Background: an optimization exercise with open tools, aiming at small area, a short achievable clock period and few clock cycles. Do not read the settings as production practice. The RTL was checked by simulation tests, not by an equivalence proof against the original design.

Design mult1, start of the top module:
module mult1(clk, rst, start, ack, multiplicand, multiplier, product, done);
Size in the first run: ~140 flip-flops, ~130 I/O pins, ~10000 sq um of cells after synthesis.
export LEC_CHECK = 0
export CAP_MARGIN = 20
export CORE_MARGIN = 2
export CORE_UTILIZATION = 40
export SETUP_SLACK_MARGIN = 2.5
export SLEW_MARGIN = 20
export SYNTH_HIERARCHICAL = 1
export SYNTH_MINIMUM_KEEP_SIZE = 0
create_clock -name core_clock -period 5.0 [get_ports {clk}]
standard.sh (not shown) runs the stock make flow with config.mk's settings and CLKGATE_MAP_FILE= SYNTH_SCRIPT=/design/flow/synth_recipe.tcl, a recipe that flattens the netlist after the stock synthesis.
==> flow/flow/run.sh <==
#!/bin/bash
# The standard layout (standard.sh: the ORFS synthesis and flow), with one change:
# the port buffers that ORFS's buffer_ports inserts are the small sky130_fd_sc_hd__buf_1
# instead of the delay-cell buffer it picks by default. Every port still gets a buffer.
set -euo pipefail
export BUFFER_PORTS_ARGS="-buffer_cell sky130_fd_sc_hd__buf_1"
bash standard.sh finish > standard.log 2>&1
The starting point passed the timing, design-rule and antenna checks.
Testbench counts at the start, summed over its fixed seeds: cycles 5,119.
Rerun with:
Settings changed: CORE_UTILIZATION 40 to 55, SETUP_SLACK_MARGIN 2.5 to 2.0.
The changed run finished with timing, DRC and antenna clean.
Via count falls by 2.9%.
Setup slack degrades by 0.057 ns.
First-iteration DRC count falls by 30%.
Core utilization rises by 14 points.
Clock skew is about the same.
Cell count falls by 8.1%.
Rerun with:
==> flow/run.sh (new file) <==
#!/bin/bash
# synth_recipe.tcl (not shown) runs the flow's synth.tcl, then flattens the netlist and writes it again
# the make line also repeats each setting of config.mk as NAME=value (left out here)
make -C /OpenROAD-flow-scripts/flow DESIGN_CONFIG=/design/flow/config.mk WORK_HOME=/design/flow/orfs CLKGATE_MAP_FILE= SYNTH_SCRIPT=/design/flow/synth_recipe.tcl finish
Settings changed: CORE_UTILIZATION 55 to 40.
removed: flow/flow/run.sh
removed: flow/standard.sh
Cell area went up by 8.1%; worst setup slack gets better by 0.075 ns; core utilization came out lower by 14 points.
Rerun with:
Settings changed: SETUP_SLACK_MARGIN 2.0 to 2.5.
Synthesized area does not change.
Clock skew is about the same.
Die area does not change.
Rerun with:
==> flow/flow/run.sh (new file) <==
#!/bin/bash
# The standard layout (standard.sh: the ORFS synthesis and flow), with one change:
# the port buffers that ORFS's buffer_ports inserts are the small sky130_fd_sc_hd__buf_1
# instead of the delay-cell buffer it picks by default. Every port still gets a buffer.
set -euo pipefail
export BUFFER_PORTS_ARGS="-buffer_cell sky130_fd_sc_hd__buf_1"
bash standard.sh finish > standard.log 2>&1
==> flow/standard.sh (new file) <==
#!/bin/bash
# synth_recipe.tcl (not shown) runs the flow's synth.tcl, then flattens the netlist and writes it again
# the make line also repeats each setting of config.mk as NAME=value (left out here)
make -C /OpenROAD-flow-scripts/flow DESIGN_CONFIG=/design/flow/config.mk WORK_HOME=/design/flow/orfs CLKGATE_MAP_FILE= SYNTH_SCRIPT=/design/flow/synth_recipe.tcl "${@:-finish}"
Settings changed: SETUP_SLACK_MARGIN 2.5 to 2.0.
removed: flow/run.sh
Effect: Routed wire length falls by roughly a tenth. Worst setup slack gains 0.095 ns. Critical path depth falls by 1. Global-route usage goes down by 2.2 points. Utilization goes down by 8.7 points.

== v46 ==
mult1, a different RTL version from the one above (not shown whole).
Size in the first run: about 130 I/O pins, roughly 13000 um2 of cells after synthesis.
==> flow/config.mk <==
export PLATFORM = sky130hd
export DESIGN_NAME = mult1
export DESIGN_NICKNAME = mult1
export VERILOG_FILES = /design/flow/design.v
export SDC_FILE = /design/flow/constraint.sdc
export NUM_CORES = 4
export LEC_CHECK = 0
export CAP_MARGIN = 20
export CORE_MARGIN = 2
export CORE_UTILIZATION = 65
export SETUP_SLACK_MARGIN = 2.1
export SLEW_MARGIN = 20
export SYNTH_HIERARCHICAL = 1
export SYNTH_MINIMUM_KEEP_SIZE = 0
==> flow/constraint.sdc <==
create_clock -name core_clock -period 5.0 [get_ports {clk}]
set_input_delay 1.0000 -clock core_clock [delete_from_list [all_inputs] [get_ports {clk}]]
set_output_delay 1.0000 -clock core_clock [all_outputs]
set_load 0.01 [all_outputs]
==> flow/flow/run.sh <==
#!/bin/bash
# The standard layout (standard.sh: the ORFS synthesis and flow), with one change:
# the port buffers that ORFS's buffer_ports inserts are the small sky130_fd_sc_hd__buf_1
# instead of the delay-cell buffer it picks by default. Every port still gets a buffer.
set -euo pipefail
export BUFFER_PORTS_ARGS="-buffer_cell sky130_fd_sc_hd__buf_1"
bash standard.sh finish > standard.log 2>&1
Testbench counts of v46, summed over its fixed seeds: cycles 3,299.
[inputs] v42 vs v46
Settings: SETUP_SLACK_MARGIN changed from 2.1 to 2.3.
==> flow/flow/run.sh <==
#!/bin/bash
# The standard layout (standard.sh: the ORFS synthesis and flow), with two changes:
# the port buffers that ORFS's buffer_ports inserts are the small sky130_fd_sc_hd__buf_1
# instead of the delay-cell buffer it picks by default (every port still gets a buffer),
# and clock tree synthesis adds no dummy load cells at the leaves.
set -euo pipefail
export BUFFER_PORTS_ARGS="-buffer_cell sky130_fd_sc_hd__buf_1"
export CTS_ARGS="-sink_clustering_enable -repair_clock_nets -dont_use_dummy_load -buf_list {sky130_fd_sc_hd__clkbuf_4 sky130_fd_sc_hd__clkbuf_8}"
bash standard.sh finish > standard.log 2>&1
Results
- Via-per-instance ratio: v46 vs v42 — no meaningful difference
> inputs changed (v42 -> v11)
diff --git a/flow/flow/run.sh b/flow/flow/run.sh
--- a/flow/flow/run.sh
+++ b/flow/flow/run.sh
@@ -5 +5 @@
-# and clock tree synthesis adds no dummy load cells at the leaves.
+# and after timing repair ORFS's power recovery downsizes cells off the critical paths.
@@ -8 +8 @@
-export CTS_ARGS="-sink_clustering_enable -repair_clock_nets -dont_use_dummy_load -buf_list {sky130_fd_sc_hd__clkbuf_4 sky130_fd_sc_hd__clkbuf_8}"
+export RECOVER_POWER=100
[summary]
- v11: all stages done; final checks FAILED (max-capacitance violations, max-slew violations).
- Compared with v42, v11 shows a higher final design utilization.
- Against v42, design area in v11 came out worse.
- | number of signal-net buffers in the layout | lower: v11 |
- Diff v42 -> v11: filler cell count shows a reduction of 11; net total in the final layout held.

==> port drivers added, routing unchanged <==
No port has a modelled driver above. Below, the same layouts with a new extraction and two added sets of constraints. Step 1, drivers: a clkbuf_16 drives clk and a buf_2 each remaining input, both assumed. Step 2 times the ports against the registers' clock, not the clock port: input delays grow and output delays shrink by t, the midpoint of the rising clock arrivals with the driver on. Three values: ideal ports, drivers, drivers and shift; two values: the first two.
run | shift t [ns] | setup WS [ns] | worst register clock-pin slew, ns
the first run of note 1 | 0.489 | 2.030 / 2.030 / 2.030 | 0.08 / 0.08
the second run of note 1 | 0.473 | 1.973 / 1.973 / 1.973 | 0.07 / 0.07
the third run of note 1 | 0.492 | 2.048 / 2.048 / 1.667 | 0.08 / 0.08
the fourth run of note 1 | 0.486 | 1.950 / 1.950 / 1.950 | 0.08 / 0.08
the fifth run of note 1 | 0.487 | 2.045 / 2.045 / 2.045 | 0.08 / 0.08
v46 | 0.473 | 2.147 / 2.147 / 2.005 | 0.07 / 0.07
v42 | 0.492 | 2.272 / 2.272 / 1.990 | 0.10 / 0.10
v11 | 0.473 | 1.324 / 1.324 / 1.235 | 0.07 / 0.07
For the third run of note 1, which loses most, drivers alone change the setup slack by 0.000 ns; drivers and shift together by -0.381 ns.
